What follows belongs to an exercise in optimizing a design on an open flow for small area; a production flow would make more cautious choices. No driver is modelled on the clock port, so clocking that relies on it looks cheaper here than on a real chip. Power figures rest on the tool's default switching activity, not on a simulated workload.

==> willow <==
==> flow/design.v <==
module Fifo(input clk, input rst, input write, input read, input [7:0] dataIn,
 output [7:0] dataOut, output reg dataPresent, output halfFull, output full);
reg [7:0] memory[15:0];
reg [3:0] pointer;
wire zero = ~|pointer;
integer i;
always @(posedge clk) if (write) begin memory[0] <= dataIn; for (i=1;i<16;i=i+1) memory[i] <= memory[i-1]; end
always @(posedge clk) begin
  if (rst) begin pointer <= 0; dataPresent <= 0; end
  else begin
    dataPresent <= write | (dataPresent & ~(zero & read));
    case ({read, write})
      2'b01: if (!full && dataPresent) pointer <= pointer + 1'b1;
      2'b10: if (!zero) pointer <= pointer - 1'b1;
      default: ;
    endcase
  end
end
assign halfFull = pointer[3];
assign full = &pointer;
reg [7:0] rd; always @* begin rd=0; for (i=0;i<16;i=i+1) rd = rd | (memory[i] & {8{pointer==i}}); end
assign dataOut=rd;
endmodule
module Tx8b10b (
    input clk,
    input rst,
    input en,
    input [7:0] dataIn,
    input writeStrobe,
    output dataPresent,
    output halfFull,
    output full,
    output tx
);
wire [7:0] d;
reg readStrobe;
Fifo txFifo (
    .clk(clk), .rst(rst), .write(writeStrobe), .read(readStrobe), .dataIn(dataIn),
    .dataOut(d), .dataPresent(dataPresent), .halfFull(halfFull), .full(full)
);
reg line;
reg [8:0] t;
reg ph;              
reg idle;            
reg rd6;             
reg rd4;             
wire c9 = ph;
wire c0 = idle | (~ph & ~|t[7:0]);
reg [5:0] base6;    
always @* begin
    case (d[4:0])
        5'd0 : base6 = 6'b100111;  5'd1 : base6 = 6'b011101;
        5'd2 : base6 = 6'b101101;  5'd3 : base6 = 6'b110001;
        5'd4 : base6 = 6'b110101;  5'd5 : base6 = 6'b101001;
        5'd6 : base6 = 6'b011001;  5'd7 : base6 = 6'b111000;
        5'd8 : base6 = 6'b111001;  5'd9 : base6 = 6'b100101;
        5'd10: base6 = 6'b010101;  5'd11: base6 = 6'b110100;
        5'd12: base6 = 6'b001101;  5'd13: base6 = 6'b101100;
        5'd14: base6 = 6'b011100;  5'd15: base6 = 6'b010111;
        5'd16: base6 = 6'b011011;  5'd17: base6 = 6'b100011;
        5'd18: base6 = 6'b010011;  5'd19: base6 = 6'b110010;
        5'd20: base6 = 6'b001011;  5'd21: base6 = 6'b101010;
        5'd22: base6 = 6'b011010;  5'd23: base6 = 6'b111010;
        5'd24: base6 = 6'b110011;  5'd25: base6 = 6'b100110;
        5'd26: base6 = 6'b010110;  5'd27: base6 = 6'b110110;
        5'd28: base6 = 6'b001110;  5'd29: base6 = 6'b101110;
        5'd30: base6 = 6'b011110;  default: base6 = 6'b101011;
    endcase
end
wire [31:0] NN6 = 32'he9818117;    
wire [31:0] CP6 = 32'he9818197;    
wire nn6 = NN6[d[4:0]];
wire flip6 = rd6 & CP6[d[4:0]];
wire [5:0] code6 = base6 ^ {6{flip6}};
wire [5:0] fill6 = rd4 ? 6'b110000 : 6'b001111;
wire dpLatch = ~((t[7] == t[6]) & (t[6] == t[5]) & (t[5] == t[4]));
wire useAlt = (t[5] == t[4]) & (t[4] != rd4);
wire [2:0] x4 = dpLatch ? d[7:5] : {~rd4, rd4, ~rd4};
reg [3:0] base4;    
always @* begin
    case (x4)
        3'd0: base4 = 4'b1011;  3'd1: base4 = 4'b1001;
        3'd2: base4 = 4'b0101;  3'd3: base4 = 4'b1100;
        3'd4: base4 = 4'b1101;  3'd5: base4 = 4'b1010;
        3'd6: base4 = 4'b0110;  default: base4 = useAlt ? 4'b0111 : 4'b1110;
    endcase
end
wire nn4 = (x4 == 3'd0) | (x4 == 3'd4) | (x4 == 3'd7);
wire flip4 = rd4 & (nn4 | (x4 == 3'd3));
wire [3:0] code4 = base4 ^ {4{flip4}};
wire [3:0] fill4 = rd4 ? 4'b0101 : 4'b1010;
assign tx = line;
wire [5:0] L6 = (dataPresent ? base6 : 6'b001111) ^ {6{dataPresent ? flip6 : rd4}};    
wire [3:0] L4 = code4;        
always @(posedge clk) begin
    if (rst) begin
        rd6 <= 1'b0;
        rd4 <= 1'b0;
        ph <= 1'b0;
        idle <= 1'b1;
        line <= 1'b0;
    end
    else if (en) begin
        idle <= 1'b0;
        ph <= c0;
        line <= c0 ? L6[5] : t[8];
        if (c0) begin
            if (dataPresent) rd4 <= rd6 ^ nn6;
            else rd6 <= rd4;
        end
        else if (c9) begin
            rd6 <= rd4 ^ nn4;
            if (~dpLatch) rd4 <= ~rd4;
        end
    end
end
always @(posedge clk) begin
    readStrobe <= en & c9 & dpLatch;
    if (en) begin
        t[8:5] <= c0 ? L6[4:1] : t[7:4];
        t[4]   <= c0 ? L6[0] : c9 ? L4[3] : t[3];
        t[3:1] <= c9 ? L4[2:0] : t[2:0];
        t[0]   <= c9;
    end
end
endmodule
==> flow/flow/run.sh <==
#!/bin/bash
# Own flow: the standard ORFS flow, with synthesis using an area-oriented ABC script
# (flow/abc.script) and no half-adder extraction, and a leaner clock tree.
set -euo pipefail
W=$PWD
export OWN_ABC_SCRIPT=$W/flow/abc.script
bash standard.sh synth SYNTH_SCRIPT=$W/flow/my_synth.tcl > $W/own_synth.log 2>&1
export CTS_ARGS="-sink_clustering_enable -repair_clock_nets -dont_use_dummy_load -buf_list sky130_fd_sc_hd__clkbuf_4 -root_buf sky130_fd_sc_hd__clkbuf_8"
export POST_CTS_TCL=$W/flow/post_cts.tcl
export OWN_CLK_SLEW=0.112
export POST_GLOBAL_PLACE_TCL=$W/flow/post_gp.tcl
export BUFFER_PORTS_ARGS="-buffer_cell sky130_fd_sc_hd__buf_1"
bash standard.sh > $W/own_flow.log 2>&1
==> flow/flow/abc.script <==
&get -n
&st
&dc2
&dc2
&dch -f
&nf -R 1000 -p -C 32 -F 8
&put
==> flow/flow/my_synth.tcl <==
proc synth {args} { yosys synth -nofsm -noshare {*}$args }
proc abc {args} {
  set i [lsearch -exact $args -script]
  if { $i >= 0 } { lset args [expr {$i + 1}] $::env(OWN_ABC_SCRIPT) }
  puts "own abc: [lindex $args [expr {$i + 1}]]"
  yosys abc {*}$args
}
proc extract_fa {args} { puts "extract_fa skipped" }
source $::env(SCRIPTS_DIR)/synth.tcl
# left out here: clear keep_hierarchy, flatten, clean up, hide names made inside functions, write 1_2_yosys.v
==> flow/flow/post_cts.tcl <==
estimate_parasitics -placement
proc own_load_slew { inst } {
  set worst 0
  set out [get_pins -of_objects $inst -filter "direction == output"]
  foreach pin [get_pins -of_objects [get_nets -of_objects $out]] {
    if { [get_property $pin direction] == "output" } { continue }
    set s [get_property $pin slew_max]
    if { $s > $worst } { set worst $s }
  }
  return $worst
}
set own_sizes {sky130_fd_sc_hd__clkbuf_4 sky130_fd_sc_hd__clkbuf_8 sky130_fd_sc_hd__clkbuf_16}
set n 0
foreach inst [get_cells clkbuf_*] {
  set leaf 1
  set out [get_pins -of_objects $inst -filter "direction == output"]
  foreach pin [get_pins -of_objects [get_nets -of_objects $out]] {
    if { [get_property $pin direction] == "output" } { continue }
    if { [string match "clkbuf_*" [get_full_name [get_cells -of_objects $pin]]] } { set leaf 0 }
  }
  if { !$leaf } { continue }
  set cur [lsearch -exact $own_sizes [get_property $inst ref_name]]
  if { $cur < 0 } { continue }
  while { [own_load_slew $inst] > $::env(OWN_CLK_SLEW) && $cur < [llength $own_sizes] - 1 } {
    incr cur
    replace_cell $inst [lindex $own_sizes $cur]
    incr n
  }
}
puts "post_cts: upsized clock buffers $n times"
if { $n > 0 } {
  detailed_placement
  estimate_parasitics -placement
}
==> flow/flow/post_gp.tcl <==
# Drop the buffers that timing-driven global placement put on internal nets
# (not the port buffers, nor buffers on the input ports' fan-out); the resize
# step's repair_design adds back whatever slew or capacitance still needs.
set own_n 0
foreach inst [get_cells place*] {
  if { ![string match "sky130_fd_sc_hd__buf_*" [get_property $inst ref_name]] } { continue }
  set name [get_full_name $inst]
  set in_net [get_nets -of_objects [get_pins $name/A]]
  set out_net [get_nets -of_objects [get_pins $name/X]]
  set drv [get_pins -of_objects $in_net -filter "direction == output"]
  if { [llength $drv] != 1 } { continue }
  if { [string match "input*" [get_full_name [get_cells -of_objects $drv]]] } { continue }
  if { [llength [get_ports -quiet -of_objects $out_net]] > 0 } { continue }
  if { [llength [get_ports -quiet -of_objects $in_net]] > 0 } { continue }
  foreach pin [get_pins -of_objects $out_net -filter "direction == input"] {
    disconnect_pin $out_net $pin
    connect_pin $in_net $pin
  }
  disconnect_pin $in_net [get_pins $name/A]
  disconnect_pin $out_net [get_pins $name/X]
  delete_instance $inst
  delete_net $out_net
  incr own_n
}
puts "post_gp: removed $own_n buffers"
estimate_parasitics -placement
==> flow/standard.sh <==
#!/bin/bash
# synth_recipe.tcl (not shown) runs the flow's synth.tcl, then flattens the netlist and writes it again
# the make line also repeats each setting of config.mk as NAME=value (left out here)
make -C /OpenROAD-flow-scripts/flow DESIGN_CONFIG=/design/flow/config.mk WORK_HOME=/design/flow/orfs CLKGATE_MAP_FILE= SYNTH_SCRIPT=/design/flow/synth_recipe.tcl "${@:-finish}"
==> flow/config.mk <==
export PLATFORM = sky130hd
export DESIGN_NAME = Tx8b10b
export DESIGN_NICKNAME = Tx8b10b
export VERILOG_FILES = /design/flow/design.v
export SDC_FILE = /design/flow/constraint.sdc
export NUM_CORES = 4
export LEC_CHECK = 0
export CAP_MARGIN = 0
export CORE_MARGIN = 2
export CORE_UTILIZATION = 75
export SLEW_MARGIN = 0
==> flow/constraint.sdc <==
create_clock -name core_clock -period 5.0 [get_ports {clk}]
set_input_delay 1.0000 -clock core_clock [delete_from_list [all_inputs] [get_ports {clk}]]
set_output_delay 1.0000 -clock core_clock [all_outputs]
set_load 0.01 [all_outputs]
==> inputs of garnet, as changes to willow <==
- CAP_MARGIN: 0 -> 5
- SLEW_MARGIN: 0 -> 5
==> summary.txt <==
item	garnet	willow
Run status	finished clean	complete, but fails checks
Violated checks	-	max-capacitance violations, max-slew violations
HP Start	txFifo.memory[11][6]	txFifo.memory[10][5]
Slowest library cell on the worst path	sky130_fd_sc_hd__nor2_1	sky130_fd_sc_hd__nor3_1
Vias	3,900	3,917
Worst supply voltage drop on vdd	214.8 uV	324.0 uV
Total routing usage reported by global routing	0.3203	0.3170
Placement-stage cell area	6026 um^2	6001 um^2
Delay of the slowest critical-path stage	0.83 ns	1.19 ns
Routed Wire Length	12,890 um	12,890 um
Met3 Usage GRT	0.07313	0.08299
Routed len/inst	24.42 um	24.51 um
Overall Power	2252 uW	2259 uW
PwrDens	363.6 nW/um^2	366.0 nW/um^2
Data required time at the worst endpoint	5.12 ns	5.11 ns
Detailed-routed wire length on met2	6059 um	5970 um
Switching component of the power	545.9 uW	545.0 uW
Final critical-path share of the clock period	0.8670	0.9409
Power share of the clock group	0.233	0.236
Critical register-to-register path startpoint	txFifo.pointer[0]	txFifo.pointer[3]
Clock Network Area Fraction	0.02364	0.02474
F_max	0.2307 GHz	0.2126 GHz
Number of global-route vias before repair	3,577	3,610
Final non-clock buffer share	0.01455	0.01217
Final cell area excluding filler cells	6193 um^2	6171 um^2
Final-report max-slew violation count	0	9
Min setup slack post-route	0.6649 ns	0.2957 ns
Pin slew with the least headroom to its limit	1.027 ns	1.538 ns
Function was not checked in any run of this note: the RTL went through the layout flow alone.

[what the ideal ports hide]
Ports are ideal in the flow. The routed layouts listed here were re-timed in OpenROAD.
Step 1 (the two cells are an assumption about what drives the block):
set clk [get_ports {clk}]
set_driving_cell -lib_cell sky130_fd_sc_hd__clkbuf_16 $clk
set_driving_cell -lib_cell sky130_fd_sc_hd__buf_2 [delete_from_list [all_inputs] $clk]
Step 2 times the ports against the registers' clock, not the clock port: input delays grow and output delays shrink by t, the midpoint of the rising clock arrivals with the driver on.
a / b / c = ideal / step 1 / step 2; a / b = the first two.
run | t (ns) | setup WS [ns] | slew at the worst register clock pin (ns) | worst slew at a driven data input, ns | pins driven straight from the clock port
willow | 0.428 | 0.296 / 0.296 / 0.296 | 0.10 / 0.10 | 0.04 | 1
garnet | 0.440 | 0.665 / 0.665 / 0.665 | 0.11 / 0.11 | 0.04 | 1
